What follows belongs to an exercise in optimizing a design on an open flow for small area and a short achievable clock period; a production flow would make more cautious choices. No functional check of the RTL was part of any run shown here.

**flow/run.sh**
```bash
#!/bin/bash
# synth_recipe.tcl (not shown) runs the flow's synth.tcl, then flattens the netlist and writes it again
# the make line also repeats each setting of config.mk as NAME=value (left out here)
make -C /OpenROAD-flow-scripts/flow DESIGN_CONFIG=/design/flow/config.mk WORK_HOME=/design/flow/orfs CLKGATE_MAP_FILE= SYNTH_SCRIPT=/design/flow/synth_recipe.tcl finish
```
**flow/constraint.sdc**
```tcl
create_clock -name core_clock -period 4.8 [get_ports {clk}]
set_input_delay 0.9600 -clock core_clock [delete_from_list [all_inputs] [get_ports {clk}]]
set_output_delay 0.9600 -clock core_clock [all_outputs]
set_load 0.01 [all_outputs]
```
**flow/design.v**
```verilog
module moving_avg_filter #(
	parameter WIDTH = 16,
	parameter N     = 16
)(
	input                         clk,
	input                         rst_n,
	input                         in_valid,
	input      signed [WIDTH-1:0] in_sample,
	output reg                    out_valid,
	output     signed [WIDTH-1:0] out_sample
);
	localparam SHIFT = 4;
	localparam SUM_WIDTH = WIDTH + SHIFT;
	reg signed [WIDTH-1:0] window [0:N-1];
	reg [SHIFT-1:0] count;    
	reg             full;     
	reg signed [SUM_WIDTH-1:0] sum;
	wire empty = ~full & (count == {SHIFT{1'b0}});
	wire signed [SUM_WIDTH-1:0] base       = empty ? {SUM_WIDTH{1'b0}} : sum;
	wire signed [WIDTH-1:0]     old_sample = full ? window[N-1] : {WIDTH{1'b0}};
	wire signed [SUM_WIDTH-1:0] next_sum   = base + in_sample - old_sample;
	integer i;
	always @(posedge clk) begin
		if (in_valid) begin
			sum       <= next_sum;
			window[0] <= in_sample;
			for (i = 1; i < N; i = i + 1)
				window[i] <= window[i-1];
		end
	end
	always @(posedge clk or negedge rst_n) begin
		if (!rst_n) begin
			count     <= {SHIFT{1'b0}};
			full      <= 1'b0;
			out_valid <= 1'b0;
		end else begin
			out_valid <= 1'b0;
			if (in_valid) begin
				count     <= count + 1'b1;
				if (&count) full <= 1'b1;
				out_valid <= full | (&count);
			end
		end
	end
	assign out_sample = sum[SUM_WIDTH-1:SHIFT];
endmodule
module moving_avg_top #(
    parameter FILTER_TYPE =  0,     
    parameter WIDTH       = 16,
    parameter N           = 16,
    parameter SHIFT       =  4,
    parameter DO_ROUND    =  0,
    parameter K           =  3
)(
    input                     clk,
    input                     rst_n,
    input                     in_valid,
    input  signed [WIDTH-1:0] in_sample,
    output                    out_valid,
    output signed [WIDTH-1:0] out_sample
);
    wire                     out_valid_w;
    wire signed [WIDTH-1:0]  out_sample_w;
    generate
        if (FILTER_TYPE == 0) begin : gen_win_buffer
            moving_avg_filter #(
                .WIDTH (WIDTH),
                .N     (N)
            ) u_filter (
                .clk        (clk),
                .rst_n      (rst_n),
                .in_valid   (in_valid),
                .in_sample  (in_sample),
                .out_valid  (out_valid_w),
                .out_sample (out_sample_w)
            );
        end else begin : gen_default
            moving_avg_filter #(
                .WIDTH (WIDTH),
                .N     (N)
            ) u_filter (
                .clk        (clk),
                .rst_n      (rst_n),
                .in_valid   (in_valid),
                .in_sample  (in_sample),
                .out_valid  (out_valid_w),
                .out_sample (out_sample_w)
            );
        end
    endgenerate
    assign out_valid  = out_valid_w;
    assign out_sample = out_sample_w;
endmodule
```
**flow/config.mk**
```make
export PLATFORM = sky130hd
export DESIGN_NAME = moving_avg_top
export DESIGN_NICKNAME = moving_avg_top
export VERILOG_FILES = /design/flow/design.v
export SDC_FILE = /design/flow/constraint.sdc
export NUM_CORES = 4
export LEC_CHECK = 0
export CAP_MARGIN = 20
export CORE_MARGIN = 2
export CORE_UTILIZATION = 40
export SETUP_SLACK_MARGIN = 2.8
export SLEW_MARGIN = 20
```
==> qor.txt, run 1 <==
Status -> timing/DRC/antenna clean
Final nets -> 732
Max cap viols -> 0
Clk pin slew, worst setup/hold paths -> 0.06 ns
Syn-to-layout area delta -> 26.50%
Reg2reg start -> gen_win_buffer.u_filter.full
Row count -> 59
Clock latency (worst-skew pair) -> 0.55 ns
Vias in the first global route -> 5024
Reg area -> 8443 µm²
Share of cells above drive strength 1 -> 33.86%
Cells after Synth -> 570
Wirelength per Cell -> 16.72 µm
Compound-Gate Fraction of Synth Area -> 3.861%
WL final -> 17.20 mm
Post-synthesis simple-gate area fraction -> 4.134%
CTS Buf Count -> 30
CP startpoint -> gen_win_buffer.u_filter.full
Slew @ Worst Pin -> 0.8659 ns
Worst r2r dst -> gen_win_buffer.u_filter.sum[14]
Top_reg_cell synth -> edfxtp_1
Total GRT Usage -> 12.40%
Startpoint Class -> flip-flop
Kind of critical path -> flip-flop to flip-flop
Adder-Cell Fraction of Synth Area -> 6.344%
Post-Synth XOR/XNOR Area -> 1.746%
Final setup fails -> 0
Post-Syn Area per Cell -> 18.48 µm²
I/O pin total -> 36
CTS tree -> built
Routed vias/inst -> 4.763
Sum Neg Setup Slack -> 0 ns
Hold/Removal Path Class -> flip-flop to flip-flop
Die X -> 166.3 µm
Setup Skew -> 0.009083 ns
Largest net degree at the start of global routing -> 153
Initial antenna violation count -> 0
Via count -> 4901
Hold path depth -> 0
Unrepaired setup endpoints after global routing -> true
Post-cts hold buffer count -> 0
CTS H-Tree Depth -> 1
End of the worst hold path -> gen_win_buffer.u_filter.window[9][8]
First-pass GRT wire length -> 27.41 mm
Worst Path Arrival -> 3.33 ns
Final Hold Viols -> 0
Seq/Total Area, Yosys -> 80.11%
Post-DRT Antenna Nets -> 0
CP endpoint kind -> flip-flop
Maximum root-to-sink buffer count -> 3
Main combinational cell family by area after synthesis -> adder cells
Worst R2R Setup Slack -> 1.76 ns
Mux cell area share after synthesis -> 0%
Post-synth ARST share -> 2.128%
Die area -> 27650 µm²
Highest clock rate -> 0.3291 GHz
Worst relative slew slack -> 42.28%
Library cells used by synthesis -> 48
Top fanout value on the critical path -> 5
Gp weighted congestion -> 0.8685
CTS Root Cell -> clkbuf_16
#FFs+latches synth -> 282
Antenna Cells -> 0
Syn nets -> 631
Area of the multi-input gates -> 2296 µm²
Fill cell count -> 2072
Residual DRC -> 0
Hold path start -> gen_win_buffer.u_filter.window[8][8]
Initial DRT Pass Iterations -> 4
Crit share post-route -> 63.30%
Synth warnings -> 2
Mapped cell area -> 10530 µm²
Slew Viols, Final -> 0
EDFF count, synth -> 276
Fin crit period -> 3.038 ns
GRT overflow -> 0
# clock sinks -> 282
CP required -> 5.10 ns
R2R depth -> 13
Iteration-0 DRC Markers -> 361
Post-DP HPWL -> 9.178 mm
Die H -> 166.3 µm
Starting Density -> 40.53%
Number of port buffers -> 35
Core Region -> 25980 µm²
[registers in the layout, summed over array words and instances, names as in the netlist]
signal / flops
gen_win_buffer.u_filter.sum: 20
gen_win_buffer.u_filter.window: 256
gen_win_buffer.u_filter.out_valid: 1
gen_win_buffer.u_filter.full: 1
gen_win_buffer.u_filter.count: 4
[cells in the final DEF, fill, tap and decap left out, types with 4 or more instances in the layout]
| master | Yosys | layout |
|---|---|---|
| clkinvlp_4 | 0 | 4 |
| inv_2 | 0 | 20 |
| clkbuf_16 | 0 | 31 |
| a21oi_4 | 0 | 5 |
| a21o_1 | 7 | 6 |
| dfrtp_1 | 6 | 4 |
| clkinv_1 | 0 | 5 |
| buf_4 | 18 | 37 |
| fa_1 | 19 | 18 |
| nand3_1 | 9 | 5 |
| dlygate4sd2_1 | 0 | 13 |
| edfxtp_1 | 276 | 276 |
| clkdlybuf4s50_1 | 0 | 4 |
| o21ai_0 | 7 | 4 |
| xor2_1 | 6 | 6 |
| a21oi_2 | 3 | 6 |
| nand2_2 | 1 | 11 |
| buf_12 | 0 | 6 |
| a21oi_1 | 14 | 6 |
| nand3_4 | 0 | 4 |
| clkinv_2 | 0 | 7 |
| bufinv_16 | 0 | 5 |
| buf_2 | 4 | 4 |
| nor3_1 | 7 | 4 |
| buf_6 | 1 | 29 |
| inv_1 | 59 | 36 |
| ha_4 | 0 | 19 |
| xnor2_1 | 15 | 15 |
| nand2_1 | 32 | 20 |
| and2_1 | 16 | 15 |
| ha_1 | 23 | 4 |
[how the worst max path moves through the flow]
stage,cells after the start,endpoint
final,13,gen_win_buffer.u_filter.sum[14]
after detailed placement,11,gen_win_buffer.u_filter.sum[19]
after global placement,11,gen_win_buffer.u_filter.sum[11]
after global routing,14,gen_win_buffer.u_filter.sum[11]
after CTS,15,gen_win_buffer.u_filter.sum[16]
after floorplan,11,gen_win_buffer.u_filter.sum[11]
[worst max-delay path, cell delays in order (launching register included)]
cell,delay (ns)
dfrtp_4,0.50
nor2_4,0.13
buf_4,0.14
nand3_4,0.14
nand2_2,0.10
fa_1,0.42
inv_2,0.08
ha_4,0.13
a21o_1,0.14
nand4_1,0.22
a211oi_4,0.33
nor2_2,0.11
o21bai_1,0.21
xnor2_1,0.12
[cell families after synthesis]
kind of cell,Yosys count
flops,282
buf+inv,85
simple gates,84
compound gates,56
fa+ha+maj,42
xor+xnor,21
[final cells by class]
class                           instances  area share [%]
Sequential cell                       282           63.37
Multi-Input combinational cell        205           17.23
Timing Repair Buffer                   93           6.742
Clock buffer                           33           5.878
Tap cell                              335           3.146
Clock inverter                         22           1.831
Inverter                               59           1.803
[Yosys cell counts (all sizes together) (2+ instances only)]
cell,number,area share (%)
fa,19,3.6
and3,2,0.12
a21o,7,0.50
xor2,6,0.50
a21oi,17,0.91
ha,23,2.7
o21ai,10,0.55
nor2,5,0.20
dfrtp,6,1.4
clkbuf,3,0.12
a31oi,5,0.36
o21bai,4,0.29
nand4,3,0.18
and2,18,1.1
inv,59,2.1
edfxtp,276,79
buf,23,1.6
nor3,8,0.43
xnor2,15,1.2
nand2,33,1.2
a211oi,5,0.40
nand3,10,0.52
[routing by layer]
layer	vias to the layer above	wire length [µm]	track usage [%]
met5	-	0	0
met3	42	730	2.479
met4	0	485	4.535
met1	2487	8064	17.58
li1	2283	-	-
met2	89	7923	19.20
[repair_timing]
item,4_1_cts,5_1_grt
endpoints found under the setup margin,58,36
buffers inserted,42,13
cloned,2,0
resized for setup,166,24
pin swaps,43,15
hold endpoints to repair,0,0
[through the flow]
stage                     hold slack (ns)  utilization (%)  worst slack, ns  cell area (µm²)  cells
after detailed placement           0.4045            44.07           0.9223            11450    917
after floorplan                    0.4003                -            1.742            10850    570
after global routing               0.4222            51.28            1.662            13320   1029
after global placement             0.4032            44.07            1.026            11450    917
after CTS                          0.4091            50.58            1.811            13140   1016
final                              0.4126            51.28            1.762            13320   1029
==> run 2, diff against run 1 <==
--- a/flow/design.v
+++ b/flow/design.v
@@ -17,6 +17,4 @@
 	reg signed [SUM_WIDTH-1:0] sum;
-	wire empty = ~full & (count == {SHIFT{1'b0}});
-	wire signed [SUM_WIDTH-1:0] base       = empty ? {SUM_WIDTH{1'b0}} : sum;
-	wire signed [WIDTH-1:0]     old_sample = full ? window[N-1] : {WIDTH{1'b0}};
-	wire signed [SUM_WIDTH-1:0] next_sum   = base + in_sample - old_sample;
+	wire signed [WIDTH-1:0] old_sample = full ? window[N-1] : {WIDTH{1'b0}};
+	wire signed [SUM_WIDTH-1:0] next_sum = sum + in_sample - old_sample;
 	integer i;
@@ -24,3 +22,2 @@
 		if (in_valid) begin
-			sum       <= next_sum;
 			window[0] <= in_sample;
@@ -34,2 +31,3 @@
 			full      <= 1'b0;
+			sum       <= {SUM_WIDTH{1'b0}};
 			out_valid <= 1'b0;
@@ -38,2 +36,3 @@
 			if (in_valid) begin
+				sum       <= next_sum;
 				count     <= count + 1'b1;
--- a/flow/config.mk
+++ b/flow/config.mk
@@ -10,2 +10,5 @@
 export CORE_UTILIZATION = 40
+export CTS_BUF_LIST = sky130_fd_sc_hd__clkbuf_16
+export CTS_CLUSTER_DIAMETER = 100
+export CTS_CLUSTER_SIZE = 24
 export SETUP_SLACK_MARGIN = 2.8
==> run 2 against run 1 <==
Highest routed layer unchanged. Count of clock-buffer cells in the layout is 18 lower. Via count is 0.86% higher. Still clean on timing, DRC and antenna. Utilization is 2.9 points lower. Critical endpoint is now gen_win_buffer.u_filter.sum[19]. Flip-flop and latch count stayed put. First-iteration DRC count is 28% higher. Global-route usage is 0.19 points lower. Final area is 5.4% lower.
==> qor.txt, run 2 <==
#FFs+latches synth -> 282 (unchanged)
Slew Viols, Final -> 0 (unchanged)
Worst r2r dst -> gen_win_buffer.u_filter.sum[14]
Most frequent cells in the layout -> edfxtp_1, inv_1, buf_6
# clock sinks -> 282 (unchanged)
Fill cell count -> 2159 (+4.2%)
Reg2reg start -> gen_win_buffer.u_filter.full
Crit share post-route -> 62.54% (-0.75 points)
Top fanout value on the critical path -> 4 (-1)
Row count -> 59 (unchanged)
Top flop regs -> gen_win_buffer.u_filter.window: 256 flops, gen_win_buffer.u_filter.sum: 20 flops, gen_win_buffer.u_filter.count: 4 flops
End of the worst hold path -> gen_win_buffer.u_filter.window[12][9]
Slew @ Worst Pin -> 0.5898 ns (-0.2760 ns)
GRT overflow -> 0 (unchanged)
CTS Root Cell -> clkbuf_16
Top_reg_cell synth -> edfxtp_1
Largest net degree at the start of global routing -> 118 (-23%)
Hold path depth -> 0 (unchanged)
Top cell type's share of synthesized area -> 72.56% (-6.1 points)
Syn nets -> 662 (+4.9%)
Max cap viols -> 0 (unchanged)
Setup Skew -> 0.01314 ns (+0.004053 ns)
WL final -> 16.83 mm (-2.2%)
Number of port buffers -> 35 (unchanged)
Initial antenna violation count -> 0 (unchanged)
Largest area contributor in the netlist -> edfxtp_1
Iteration-0 DRC Markers -> 463 (+28%)
Share of cells above drive strength 1 -> 26.53% (-7.3 points)
Starting Density -> 40.66% (+0.13 points)
Hold_ws -> 0.4215 ns (+0.008806 ns)
Clk pin slew, worst setup/hold paths -> 0.09 ns (+0.03 ns)
Sum Neg Setup Slack -> 0 ns (unchanged)
Synth warnings -> 2 (unchanged)
Fin crit period -> 3.002 ns (-0.03614 ns)
Final Hold Viols -> 0 (unchanged)
Startpoint Class -> primary input
Hold/Removal Path Class -> flip-flop to flip-flop
CTS H-Tree Depth -> 1 (unchanged)
Hold path start -> gen_win_buffer.u_filter.window[11][9]
First-pass GRT wire length -> 27.31 mm (-0.35%)
Syn-to-layout area delta -> 19.01%
Die H -> 166.8 µm (+0.29%)
Post-Place Setup Slack -> 0.8800 ns (-0.04234 ns)
Die X -> 166.8 µm (+0.29%)
R2R depth -> 12 (-1)
Die area -> 27810 µm² (+0.58%)
Commonest non-fill, non-tap cell in the layout -> edfxtp_1
Worst Slack Setup Final -> 1.798 ns (+0.03614 ns)
Wirelength per Cell -> 16.49 µm (-1.4%)
Count leader, synth -> edfxtp_1
Clock latency (worst-skew pair) -> 0.50 ns (-0.05 ns)
Post-DP HPWL -> 9.824 mm (+7.0%)
Kind of critical path -> primary input to flip-flop
Highest clock rate -> 0.3331 GHz (+1.2%)
Total GRT Usage -> 12.20% (-0.19 points)
Final setup fails -> 0 (unchanged)
Max reg flops -> 256 (unchanged)
Routed vias/inst -> 4.841 (+1.6%)
CP endpoint kind -> flip-flop
I/O pin total -> 36 (unchanged)
Final core occ -> 48.39% (-2.9 points)
Top cells by count, synth -> edfxtp_1, inv_1, dfrtp_1
Worst R2R Setup Slack -> 1.80 ns (+0.04 ns)
Initial DRT Pass Iterations -> 4 (unchanged)
Status -> timing/DRC/antenna clean
CTS tree -> built
Post-synth ARST share -> 9.220% (+7.1 points)
Residual DRC -> 0 (unchanged)
CTS Buf Count -> 15 (-50%)
Gp weighted congestion -> 0.8302 (-4.4%)
Seq/Total Area, Yosys -> 78.70% (-1.4 points)
Post-DRT Antenna Nets -> 0 (unchanged)
Cells after Synth -> 602 (+5.6%)
Final nets -> 738 (+0.82%)
Unrepaired setup endpoints after global routing -> true
Synth area leaders -> edfxtp_1, dfrtp_1, fa_1
Vias in the first global route -> 5100 (+1.5%)
Post-Syn Area per Cell -> 17.60 µm² (-4.8%)
Antenna Cells -> 0 (unchanged)
Maximum root-to-sink buffer count -> 3 (unchanged)
EDFF count, synth -> 256 (-7.2%)
Worst Path Arrival -> 3.38 ns (+0.05 ns)
Worst relative slew slack -> 60.68% (+18 points)
Via count -> 4943 (+0.86%)
Library cells used by synthesis -> 48 (unchanged)
Core Region -> 26060 µm² (+0.28%)
Mapped cell area -> 10600 µm² (+0.59%)
Most flop-heavy register -> gen_win_buffer.u_filter.window
CP required -> 5.18 ns (+0.08 ns)
[run 2: changes by cell type after synthesis, sizes merged, moves of 7 or more]
cell,delta
o21ai,+8
nand3,-7
edfxtp,-20
nand2,-13
inv,+20
xnor2,-7
mux2i,+8
dfrtp,+20
[run 2: cells by family (layout without fill, tap and decap cells)]
logic type | after synthesis | in the layout | share of synthesized area (%)
buffers and inverters | 103 | 187 | 4.228
adders and majority gates | 41 | 41 | 6.188
xor gates and xnor gates | 15 | 15 | 1.240
DFF | 282 | 282 | 78.70
and+or+nand+nor | 72 | 72 | 3.566
AOI/OAI and AO/OA | 78 | 78 | 5.007
muxes | 11 | 11 | 1.075
[run 2: through the flow]
| stage | instance area [µm²] | cells |
|---|---|---|
| global route | 12610 | 1021 |
| CTS | 12470 | 1015 |
| detailed placement | 11570 | 951 |
| global placement | 11570 | 951 |
| finish | 12610 | 1021 |
| floorplan | 10910 | 602 |
[run 2: repair_timing]
| item | 4_1_cts | 5_1_grt |
|---|---|---|
| endpoints found under the hold margin | 0 | 0 |
| setup endpoints to repair | 36 | 153 |
| resized for setup | 156 | 24 |
| buffers inserted | 39 | 6 |
| hold buffers | 0 | 0 |
| pin swaps | 38 | 25 |
[run 2: final cells by class]
| class | instances | area, µm² | share of cell area [%] |
|---|---|---|---|
| sequential | 282 | 8342 | 66.15 |
| multi-input combinational | 217 | 2290 | 18.16 |
| timing repair buffer | 83 | 820.8 | 6.509 |
| tap | 335 | 419.2 | 3.324 |
| clock buffer | 15 | 375.4 | 2.977 |
| inverter | 79 | 315.3 | 2.500 |
| clock inverter | 10 | 47.55 | 0.3771 |
[run 2: how the worst max path moves through the flow]
stage / start / depth (start not counted) / endpoint / slack, ns
floorplan: in_sample[15] / 10 / gen_win_buffer.u_filter.sum[19] / 1.68
global placement: in_sample[1] / 11 / gen_win_buffer.u_filter.sum[18] / 0.95
detailed placement: in_sample[15] / 11 / gen_win_buffer.u_filter.sum[19] / 0.88
CTS: gen_win_buffer.u_filter.full / 11 / gen_win_buffer.u_filter.sum[19] / 1.81
global route: gen_win_buffer.u_filter.full / 11 / gen_win_buffer.u_filter.sum[14] / 1.72
finish: in_sample[15] / 12 / gen_win_buffer.u_filter.sum[19] / 1.80
[run 2: routing by layer]
metal | part of all wire [%] | global-route usage, %
met1 | 46 | 17.27
met2 | 48 | 19.58
met3 | 3.5 | 2.471
met4 | 2.1 | 2.999
met5 | 0 | 0
[run 2: critical path, cell delays in order]
cell        delay, ns
buf_2            0.13
clkinvlp_4       0.16
fa_1             0.56
inv_1            0.08
ha_4             0.29
and4_4           0.25
nand3_4          0.10
buf_4            0.16
nor2_2           0.10
nor3_2           0.07
mux2i_1          0.12
a2111o_1         0.39
==> run 3, diff against run 2 <==
--- a/flow/design.v
+++ b/flow/design.v
@@ -1 +1,32 @@
+module mavg_csa #(parameter W = 20) (
+	input  [W-1:0] a,
+	input  [W-1:0] b,
+	input  [W-1:0] c,
+	input          cin,
+	output [W-1:0] g,
+	output [W-1:0] p
+);
+	wire [W-1:0] u = a ^ b;
+	wire [W-1:0] v = a & b;
+	wire [W-1:0] s = u ^ c;
+	wire [W-1:0] k = {(v[W-2:0] | (u[W-2:0] & c[W-2:0])), cin};
+	assign g = s & k;
+	assign p = s ^ k;
+endmodule
+module mavg_ks_level #(parameter W = 20, parameter D = 1) (
+	input  [W-1:0] gi,
+	input  [W-1:0] pi,
+	output [W-1:0] go,
+	output [W-1:0] po
+);
+	assign go = gi | (pi & {gi[W-1-D:0], {D{1'b0}}});
+	assign po = pi & {pi[W-1-D:0], {D{1'b1}}};
+endmodule
+module mavg_sum #(parameter W = 20) (
+	input  [W-1:0] p,
+	input  [W-1:0] g,
+	output [W-1:0] s
+);
+	assign s = p ^ {g[W-2:0], 1'b0};
+endmodule
 module moving_avg_filter #(
@@ -12,9 +43,20 @@
 	localparam SHIFT = 4;
-	localparam SUM_WIDTH = WIDTH + SHIFT;
-	reg signed [WIDTH-1:0] window [0:N-1];
+	localparam W = WIDTH + SHIFT;
+	reg [WIDTH-1:0] window [0:N-1];
 	reg [SHIFT-1:0] count;    
 	reg             full;     
-	reg signed [SUM_WIDTH-1:0] sum;
-	wire signed [WIDTH-1:0] old_sample = full ? window[N-1] : {WIDTH{1'b0}};
-	wire signed [SUM_WIDTH-1:0] next_sum = sum + in_sample - old_sample;
+	reg [W-1:0]     sum;
+	wire empty = ~full & (count == {SHIFT{1'b0}});
+	wire [W-1:0] a = empty ? {W{1'b0}} : sum;
+	wire [WIDTH-1:0] old = full ? window[N-1] : {WIDTH{1'b0}};
+	wire [W-1:0] b = ~{{SHIFT{old[WIDTH-1]}}, old};
+	wire [W-1:0] c = {{SHIFT{in_sample[WIDTH-1]}}, in_sample};
+	wire [W-1:0] g0, p0, g1, p1, g2, p2, g3, p3, g4, p4, g5, p5, next_sum;
+	mavg_csa      #(.W(W))         u_csa (.a(a), .b(b), .c(c), .cin(1'b1), .g(g0), .p(p0));
+	mavg_ks_level #(.W(W), .D(1))  u_ks1 (.gi(g0), .pi(p0), .go(g1), .po(p1));
+	mavg_ks_level #(.W(W), .D(2))  u_ks2 (.gi(g1), .pi(p1), .go(g2), .po(p2));
+	mavg_ks_level #(.W(W), .D(4))  u_ks3 (.gi(g2), .pi(p2), .go(g3), .po(p3));
+	mavg_ks_level #(.W(W), .D(8))  u_ks4 (.gi(g3), .pi(p3), .go(g4), .po(p4));
+	mavg_ks_level #(.W(W), .D(16)) u_ks5 (.gi(g4), .pi(p4), .go(g5), .po(p5));
+	mavg_sum      #(.W(W))         u_sum (.p(p0), .g(g5), .s(next_sum));
 	integer i;
@@ -22,2 +64,3 @@
 		if (in_valid) begin
+			sum       <= next_sum;
 			window[0] <= in_sample;
@@ -31,3 +74,2 @@
 			full      <= 1'b0;
-			sum       <= {SUM_WIDTH{1'b0}};
 			out_valid <= 1'b0;
@@ -36,3 +78,2 @@
 			if (in_valid) begin
-				sum       <= next_sum;
 				count     <= count + 1'b1;
@@ -43,3 +84,3 @@
 	end
-	assign out_sample = sum[SUM_WIDTH-1:SHIFT];
+	assign out_sample = sum[W-1:SHIFT];
 endmodule
--- a/flow/config.mk
+++ b/flow/config.mk
@@ -10,6 +10,4 @@
 export CORE_UTILIZATION = 40
-export CTS_BUF_LIST = sky130_fd_sc_hd__clkbuf_16
-export CTS_CLUSTER_DIAMETER = 100
-export CTS_CLUSTER_SIZE = 24
 export SETUP_SLACK_MARGIN = 2.8
 export SLEW_MARGIN = 20
+export SYNTH_HIERARCHICAL = 1
==> run 3 against run 2 <==
Still clean. Sequential share of layout area shrank 2.7 points. Non-clock buffer count is 9 lower. Synthesized cell count rose by 7.3%. Utilization increased by 0.68 points. Largest cell class unchanged.
==> qor.txt, run 3 <==
Layer carrying the most global-route usage -> met1
Share of cells above drive strength 1 -> 24.52% (-2.0 points)
CTS Root Cell -> clkbuf_16
CTS H-Tree Depth -> 1 (unchanged)
Final nets -> 760 (+3.0%)
Wirelength per Cell -> 15.71 µm (-4.7%)
Cell Chain, Critical Path -> buf_12 -> nor4b_4 -> buf_6 -> clkbuf_16 -> nor2b_1 -> inv_1 -> fa_1 -> inv_2 -> ha_4 -> a21o_1 -> a21o_1 -> a21o_1 -> a21o_1 -> a21o_1 -> xor2_1
Fin crit period -> 3.238 ns (+0.2354 ns)
Commonest non-fill, non-tap cell in the layout -> edfxtp_1
CP startpoint -> gen_win_buffer.u_filter.full
Hold/Removal Path Class -> flip-flop to flip-flop
Syn nets -> 706 (+6.6%)
Row count -> 60 (+1.7%)
Crit share post-route -> 67.45% (+4.9 points)
Final Hold Viols -> 0 (unchanged)
Via count -> 4882 (-1.2%)
Final core occ -> 49.07% (+0.68 points)
Post-Syn Area per Cell -> 17.18 µm² (-2.4%)
Die X -> 170.6 µm (+2.3%)
Hold path depth -> 0 (unchanged)
Hold path start -> gen_win_buffer.u_filter.window[10][1]
End of the worst hold path -> gen_win_buffer.u_filter.window[11][1]
Unrepaired setup endpoints after global routing -> true
Highest clock rate -> 0.3089 GHz (-7.3%)
R2R depth -> 15 (+3)
GRT overflow -> 0 (unchanged)
Residual DRC -> 0 (unchanged)
Syn-to-layout area delta -> 19.85%
Kind of critical path -> flip-flop to flip-flop
Most flop-heavy register -> gen_win_buffer.u_filter.window
Largest stage delay on the critical path -> 0.42 ns (-0.14 ns)
Vias in the first global route -> 5107 (+0.14%)
Post-DRT Antenna Nets -> 0 (unchanged)
Die H -> 170.6 µm (+2.3%)
Status -> timing/DRC/antenna clean
Iteration-0 DRC Markers -> 383 (-17%)
Post-DP HPWL -> 10.16 mm (+3.4%)
Slew Viols, Final -> 0 (unchanged)
# clock sinks -> 282 (unchanged)
CTS tree -> built
GR Util met3 -> 2.545% (+0.073 points)
Post-Place Setup Slack -> 1.006 ns (+0.1264 ns)
Critical-path top delay cell -> fa_1
Worst relative slew slack -> 60.39% (-0.29 points)
Cells after Synth -> 646 (+7.3%)
Maximum root-to-sink buffer count -> 3 (unchanged)
Sum Neg Setup Slack -> 0 ns (unchanged)
Final setup fails -> 0 (unchanged)
Core Region -> 27100 µm² (+4.0%)
Number of port buffers -> 35 (unchanged)
Worst Slack Setup Final -> 1.562 ns (-0.2354 ns)
Worst Path Arrival -> 3.53 ns (+0.15 ns)
Max reg flops -> 256 (unchanged)
Routing usage on met1 -> 18.46% (+1.2 points)
Antenna Cells -> 0 (unchanged)
Fill cell count -> 2264 (+4.9%)
Initial antenna violation count -> 0 (unchanged)
Top flop regs -> gen_win_buffer.u_filter.window: 256 flops, gen_win_buffer.u_filter.sum: 20 flops, gen_win_buffer.u_filter.count: 4 flops
Top cell by count, worst path -> a21o_1
I/O pin total -> 36 (unchanged)
CP required -> 5.09 ns (-0.09 ns)
Clock latency (worst-skew pair) -> 0.54 ns (+0.04 ns)
Most frequent cells in the layout -> edfxtp_1, inv_1, a21o_1
Setup Skew -> 0.01305 ns (-0.00008910 ns)
Met2 global-route usage -> 17.92% (-1.7 points)
WL final -> 17.18 mm (+2.1%)
Max cap viols -> 0 (unchanged)
Slew @ Worst Pin -> 0.5942 ns (+0.004377 ns)
Clk pin slew, worst setup/hold paths -> 0.06 ns (-0.03 ns)
Gp weighted congestion -> 0.8159 (-1.7%)
Startpoint Class -> flip-flop
Hold_ws -> 0.4116 ns (-0.009843 ns)
Mapped cell area -> 11100 µm² (+4.7%)
Initial DRT Pass Iterations -> 8 (+4)
Worst r2r dst -> gen_win_buffer.u_filter.sum[17]
Routed vias/inst -> 4.463 (-7.8%)
Total GRT Usage -> 12.18% (-0.020 points)
Synth warnings -> 8 (+6)
Worst R2R Setup Slack -> 1.56 ns (-0.24 ns)
CTS Buf Count -> 30 (+15)
First-pass GRT wire length -> 27.74 mm (+1.6%)
Starting Density -> 40.94% (+0.28 points)
Reg2reg start -> gen_win_buffer.u_filter.full
CP endpoint kind -> flip-flop
Largest net degree at the start of global routing -> 112 (-5.1%)
Top fanout value on the critical path -> 19 (+15)
Die area -> 29090 µm² (+4.6%)
[run 3: worst max-delay path by stage]
| stage | end | slack (ns) | cells after the start |
|---|---|---|---|
| 3_5_place_dp | gen_win_buffer.u_filter.sum[16] | 1.01 | 10 |
| 6_report | gen_win_buffer.u_filter.sum[17] | 1.56 | 15 |
| 2_1_floorplan | gen_win_buffer.u_filter.sum[17] | 1.83 | 10 |
| 5_1_grt | gen_win_buffer.u_filter.sum[17] | 1.41 | 16 |
| 4_1_cts | gen_win_buffer.u_filter.sum[16] | 1.53 | 14 |
| 3_3_place_gp | gen_win_buffer.u_filter.sum[16] | 1.01 | 10 |
[run 3: what timing repair did]
action | in CTS | in global routing
buffers inserted | 18 | 13
pin swaps | 3 | 10
resized for setup | 96 | 20
endpoints found under the setup margin | 40 | 38
gates cloned | 1 | 2
hold buffers | 0 | 0
[run 3: area by class of cell]
class	count	area (µm²)	share of cell area (%)
Timing Repair Buffer	74	815.8	6.135
Multi-Input combinational cell	220	2220	16.69
Sequential cell	282	8438	63.45
Clock inverter	16	191.4	1.440
Clock buffer	38	802.0	6.031
Inverter	92	365.4	2.747
Tap cell	372	465.4	3.500
[run 3: critical path, delay by kind of cell (launching register included)]
family / cells / cell delay [ns]
AO/OA/AOI/OAI: 5 / 0.85
buffers and inverters: 5 / 0.67
adder cells (fa/ha/maj): 2 / 0.62
flip-flops: 1 / 0.40
AND/OR/NAND/NOR: 2 / 0.27
XOR/XNOR: 1 / 0.17
[run 3: layer usage]
| metal | vias up | wire length (µm) |
|---|---|---|
| met5 | - | 0 |
| met3 | 33 | 659 |
| li1 | 2313 | - |
| met2 | 66 | 7625 |
| met1 | 2470 | 8494 |
| met4 | 0 | 404 |
[run 3: metrics by stage]
step           cells  cell area [µm²]
4_1_cts         1079            13100
5_1_grt         1094            13300
3_3_place_gp    1006            11860
6_report        1094            13300
3_5_place_dp    1006            11860
2_1_floorplan    646            11420
==> run 4, diff against run 3 <==
--- a/flow/design.v
+++ b/flow/design.v
@@ -1,4 +1,13 @@
-module mavg_csa #(parameter W = 20) (
+module mavg_pre #(parameter W = 20) (
 	input  [W-1:0] a,
 	input  [W-1:0] b,
+	output [W-1:0] u,
+	output [W-1:0] v
+);
+	assign u = a ^ b;
+	assign v = a & b;
+endmodule
+module mavg_merge #(parameter W = 20) (
+	input  [W-1:0] u,
+	input  [W-1:0] v,
 	input  [W-1:0] c,
@@ -8,4 +17,2 @@
 );
-	wire [W-1:0] u = a ^ b;
-	wire [W-1:0] v = a & b;
 	wire [W-1:0] s = u ^ c;
@@ -44,3 +51,4 @@
 	localparam W = WIDTH + SHIFT;
-	reg [WIDTH-1:0] window [0:N-1];
+	reg [WIDTH-1:0] window [0:N-2];
+	reg [WIDTH-1:0] oldest;   
 	reg [SHIFT-1:0] count;    
@@ -48,9 +56,8 @@
 	reg [W-1:0]     sum;
-	wire empty = ~full & (count == {SHIFT{1'b0}});
-	wire [W-1:0] a = empty ? {W{1'b0}} : sum;
-	wire [WIDTH-1:0] old = full ? window[N-1] : {WIDTH{1'b0}};
-	wire [W-1:0] b = ~{{SHIFT{old[WIDTH-1]}}, old};
+	wire fills = full | (&count);   
+	wire [W-1:0] b = ~{{SHIFT{oldest[WIDTH-1]}}, oldest};
 	wire [W-1:0] c = {{SHIFT{in_sample[WIDTH-1]}}, in_sample};
-	wire [W-1:0] g0, p0, g1, p1, g2, p2, g3, p3, g4, p4, g5, p5, next_sum;
-	mavg_csa      #(.W(W))         u_csa (.a(a), .b(b), .c(c), .cin(1'b1), .g(g0), .p(p0));
+	wire [W-1:0] u, v, g0, p0, g1, p1, g2, p2, g3, p3, g4, p4, g5, p5, next_sum;
+	mavg_pre      #(.W(W))         u_pre (.a(sum), .b(b), .u(u), .v(v));
+	mavg_merge    #(.W(W))         u_mrg (.u(u), .v(v), .c(c), .cin(1'b1), .g(g0), .p(p0));
 	mavg_ks_level #(.W(W), .D(1))  u_ks1 (.gi(g0), .pi(p0), .go(g1), .po(p1));
@@ -64,5 +71,4 @@
 		if (in_valid) begin
-			sum       <= next_sum;
 			window[0] <= in_sample;
-			for (i = 1; i < N; i = i + 1)
+			for (i = 1; i < N-1; i = i + 1)
 				window[i] <= window[i-1];
@@ -72,2 +78,4 @@
 		if (!rst_n) begin
+			oldest    <= {WIDTH{1'b0}};
+			sum       <= {W{1'b0}};
 			count     <= {SHIFT{1'b0}};
@@ -78,5 +86,7 @@
 			if (in_valid) begin
+				oldest    <= fills ? window[N-2] : {WIDTH{1'b0}};
+				sum       <= next_sum;
 				count     <= count + 1'b1;
 				if (&count) full <= 1'b1;
-				out_valid <= full | (&count);
+				out_valid <= fills;
 			end
--- a/flow/config.mk
+++ b/flow/config.mk
@@ -10,3 +10,3 @@
 export CORE_UTILIZATION = 40
-export SETUP_SLACK_MARGIN = 2.8
+export SETUP_SLACK_MARGIN = 2.6
 export SLEW_MARGIN = 20
==> run 4 against run 3 <==
Synthesized cell count is 3.3% lower. Still clean on timing, DRC and antenna.
==> qor.txt, run 4 <==
Post-cts hold buffer count -> 0 (unchanged)
Antenna Cells -> 0 (unchanged)
Via count -> 5021 (+2.8%)
Status -> timing/DRC/antenna clean
Worst r2r dst -> gen_win_buffer.u_filter.sum[19]
Crit share post-route -> 57.14% (-10 points)
Most frequent cells in the layout -> edfxtp_1, a21o_1, ha_4
CTS H-Tree Depth -> 1 (unchanged)
Fin crit period -> 2.743 ns (-0.4947 ns)
Starting Density -> 40.96% (about the same)
Iteration-0 DRC Markers -> 229 (-40%)
Row count -> 60 (unchanged)
Worst Path Arrival -> 3.16 ns (-0.37 ns)
Post-Syn Area per Cell -> 17.76 µm² (+3.4%)
Clk pin slew, worst setup/hold paths -> 0.06 ns (about the same)
CTS tree -> built
Share of cells above drive strength 1 -> 35.28% (+11 points)
Final nets -> 758 (-0.26%)
Post-route insts no fill -> 1075 (-1.7%)
Commonest non-fill, non-tap cell in the layout -> edfxtp_1
I/O pin total -> 36 (unchanged)
CTS Root Cell -> clkbuf_16
Initial DRT Pass Iterations -> 4 (-4)
R2R depth -> 12 (-3)
CP endpoint kind -> flip-flop
Die H -> 170.6 µm (about the same)
Slew @ Worst Pin -> 0.7210 ns (+0.1267 ns)
Final setup fails -> 0 (unchanged)
Final Hold Viols -> 0 (unchanged)
Residual DRC -> 0 (unchanged)
Syn-to-layout area delta -> 24.11%
Top flop regs -> gen_win_buffer.u_filter.window: 240 flops, gen_win_buffer.u_filter.sum: 20 flops, gen_win_buffer.u_filter.oldest: 16 flops
Die area -> 29100 µm² (about the same)
CTS Buf Count -> 30 (unchanged)
Largest stage delay on the critical path -> 0.41 ns (about the same)
Final core occ -> 50.84% (+1.8 points)
GRT overflow -> 0 (unchanged)
Initial antenna violation count -> 0 (unchanged)
Instance count on the critical path -> 12 (-3)
Hold/Removal Path Class -> flip-flop to flip-flop
CP startpoint -> gen_win_buffer.u_filter.oldest[15]
Startpoint Class -> flip-flop
Fill cell count -> 2204 (-2.7%)
Syn nets -> 704 (-0.28%)
WL final -> 17.82 mm (+3.7%)
Synth warnings -> 8 (unchanged)
Post-DP HPWL -> 10.23 mm (+0.72%)
Worst Setup EP -> gen_win_buffer.u_filter.sum[19]
Buf/Inv on CP -> 1 (-4)
Unrepaired setup endpoints after global routing -> true
Maximum root-to-sink buffer count -> 3 (unchanged)
Reg2reg start -> gen_win_buffer.u_filter.oldest[15]
Worst R2R Setup Slack -> 2.06 ns (+0.49 ns)
Die X -> 170.6 µm (about the same)
Setup Skew -> 0.008794 ns (-0.004253 ns)
Clock latency (worst-skew pair) -> 0.54 ns (about the same)
Number of port buffers -> 35 (unchanged)
Top cell by count, worst path -> and2_1
Cell Chain, Critical Path -> inv_4 -> ha_4 -> ha_1 -> or2_4 -> ha_4 -> and2_4 -> and2_1 -> and2_1 -> and2_1 -> a21o_1 -> xor2_1 -> mux2_4
Max reg flops -> 240 (-6.3%)
Dpl cells -> 980 (-2.6%)
Max cap viols -> 0 (unchanged)
# clock sinks -> 282 (unchanged)
Kind of critical path -> flip-flop to flip-flop
Wirelength per Cell -> 16.57 µm (+5.5%)
Largest net degree at the start of global routing -> 135 (+21%)
Hold_ws -> 0.4087 ns (-0.002926 ns)
Most flop-heavy register -> gen_win_buffer.u_filter.window
Gp weighted congestion -> 0.7988 (-2.1%)
Worst relative slew slack -> 51.94% (-8.4 points)
Vias in the first global route -> 5357 (+4.9%)
Cells after Synth -> 625 (-3.3%)
Mapped cell area -> 11100 µm² (about the same)
Sum Neg Setup Slack -> 0 ns (unchanged)
Delay-heaviest family, CP -> simple AND/OR/NAND/NOR gates
Worst Slack Setup Final -> 2.057 ns (+0.4946 ns)
Post-Place Setup Slack -> 1.147 ns (+0.1407 ns)
First-pass GRT wire length -> 28.76 mm (+3.7%)
Routed vias/inst -> 4.671 (+4.7%)
Post-DRT Antenna Nets -> 0 (unchanged)
Slew Viols, Final -> 0 (unchanged)
Core Region -> 27100 µm² (unchanged)
Critical-path top delay cell -> dfrtp_1
CP required -> 5.22 ns (+0.13 ns)
Top fanout value on the critical path -> 4 (-15)
Total GRT Usage -> 12.51% (+0.33 points)
Highest clock rate -> 0.3646 GHz (+18%)
==> run 4: changes by cell type in the layout (fill, tap and decap cells not counted), moves of 17 or more <==
cell,change
inv_1,-60
edfxtp_1,-36
dfrtp_1,+34
ha_4,+27
fa_1,-19
clkdlybuf4s50_1,-17
mux2_4,+17
nand2_1,-17
==> run 4: how the worst min path moves through the flow <==
stage | start | to | slack, ns | cells past startpoint
floorplan | gen_win_buffer.u_filter.window[9][0] | gen_win_buffer.u_filter.window[10][0] | 0.40 | 0
global placement | gen_win_buffer.u_filter.window[7][1] | gen_win_buffer.u_filter.window[8][1] | 0.41 | 0
detailed placement | gen_win_buffer.u_filter.window[9][9] | gen_win_buffer.u_filter.window[10][9] | 0.40 | 0
CTS | gen_win_buffer.u_filter.window[5][1] | gen_win_buffer.u_filter.window[6][1] | 0.41 | 0
global route | gen_win_buffer.u_filter.window[5][12] | gen_win_buffer.u_filter.window[6][12] | 0.42 | 0
finish | gen_win_buffer.u_filter.window[5][1] | gen_win_buffer.u_filter.window[6][1] | 0.41 | 0
==> run 4: what timing repair did <==
item                       CTS  global route
cloned                       0             0
setup buffers               28            11
pin swaps                   32            19
resized for setup          170            35
setup endpoints to repair   35            32
==> run 4: worst reg2reg max path, cell delays in order (launching register included) <==
cell and delay, ns:
dfrtp_1 0.41, inv_4 0.11, ha_4 0.20, ha_1 0.17, or2_4 0.26, ha_4 0.25, and2_4 0.14, and2_1 0.16
and2_1 0.16, and2_1 0.17, a21o_1 0.19, xor2_1 0.15, mux2_4 0.25
==> run 4: final cells by class <==
cell class | count | area [µm²] | share of cell area [%]
clock buffers | 40 | 849.6 | 6.167
clock inverters | 16 | 247.7 | 1.798
inverters | 16 | 62.56 | 0.4541
multi-input cells | 272 | 3139 | 22.79
flip-flops and latches | 282 | 8260 | 59.96
well taps | 372 | 465.4 | 3.378
repair buffers | 77 | 752.0 | 5.458
==> run 4: stage by stage <==
step | cell area [µm²]
after floorplan | 11610
after global placement | 12010
after detailed placement | 12010
after CTS | 13580
after global routing | 13780
final | 13780
==> run 4: metal layers <==
metal  routed length, µm  vias up  share of wire [%]  global-route usage [%]
li1                    -     2369                  -                       -
met1                8480     2549                 48                   17.59
met2                8287       77                 47                   19.82
met3                 750       26                4.2                   2.776
met4                 299        0                1.7                   3.233
met5                   0        -                  0                       0

==> afterwards: timing with drivers on the ports <==
How much do the figures lean on ideal ports? The routed layouts below were timed once more, with nothing changed but the port constraints. Step 1 sets driving cells, clkbuf_16 on the clock port and buf_2 on the other inputs (assumed; they add their load-dependent delay and slew). Step 2 moves the port delays by t, midway between the first and last clock arrival at a register: inputs arrive t later, outputs are due t later. That takes back most of the time a late clock gives input paths. Three values: ideal ports, drivers, drivers and shift; two values: the first two.
run | shift t [ns] | setup WS [ns] | worst setup path at the end | cell pins on the clock port's net
run 1 | 0.593 | 1.762 / 1.762 / 1.235 | input to register | 1
run 2 | 0.535 | 1.798 / 1.804 / 1.283 | input to register | 1
run 3 | 0.577 | 1.562 / 1.562 / 1.055 | input to register | 1
run 4 | 0.578 | 2.057 / 2.057 / 1.506 | input to register | 1
After both steps setup and hold are still met in every run listed. The setup slack of run 4, which loses most, moves by 0.000 ns with the drivers and by -0.551 ns with both steps.
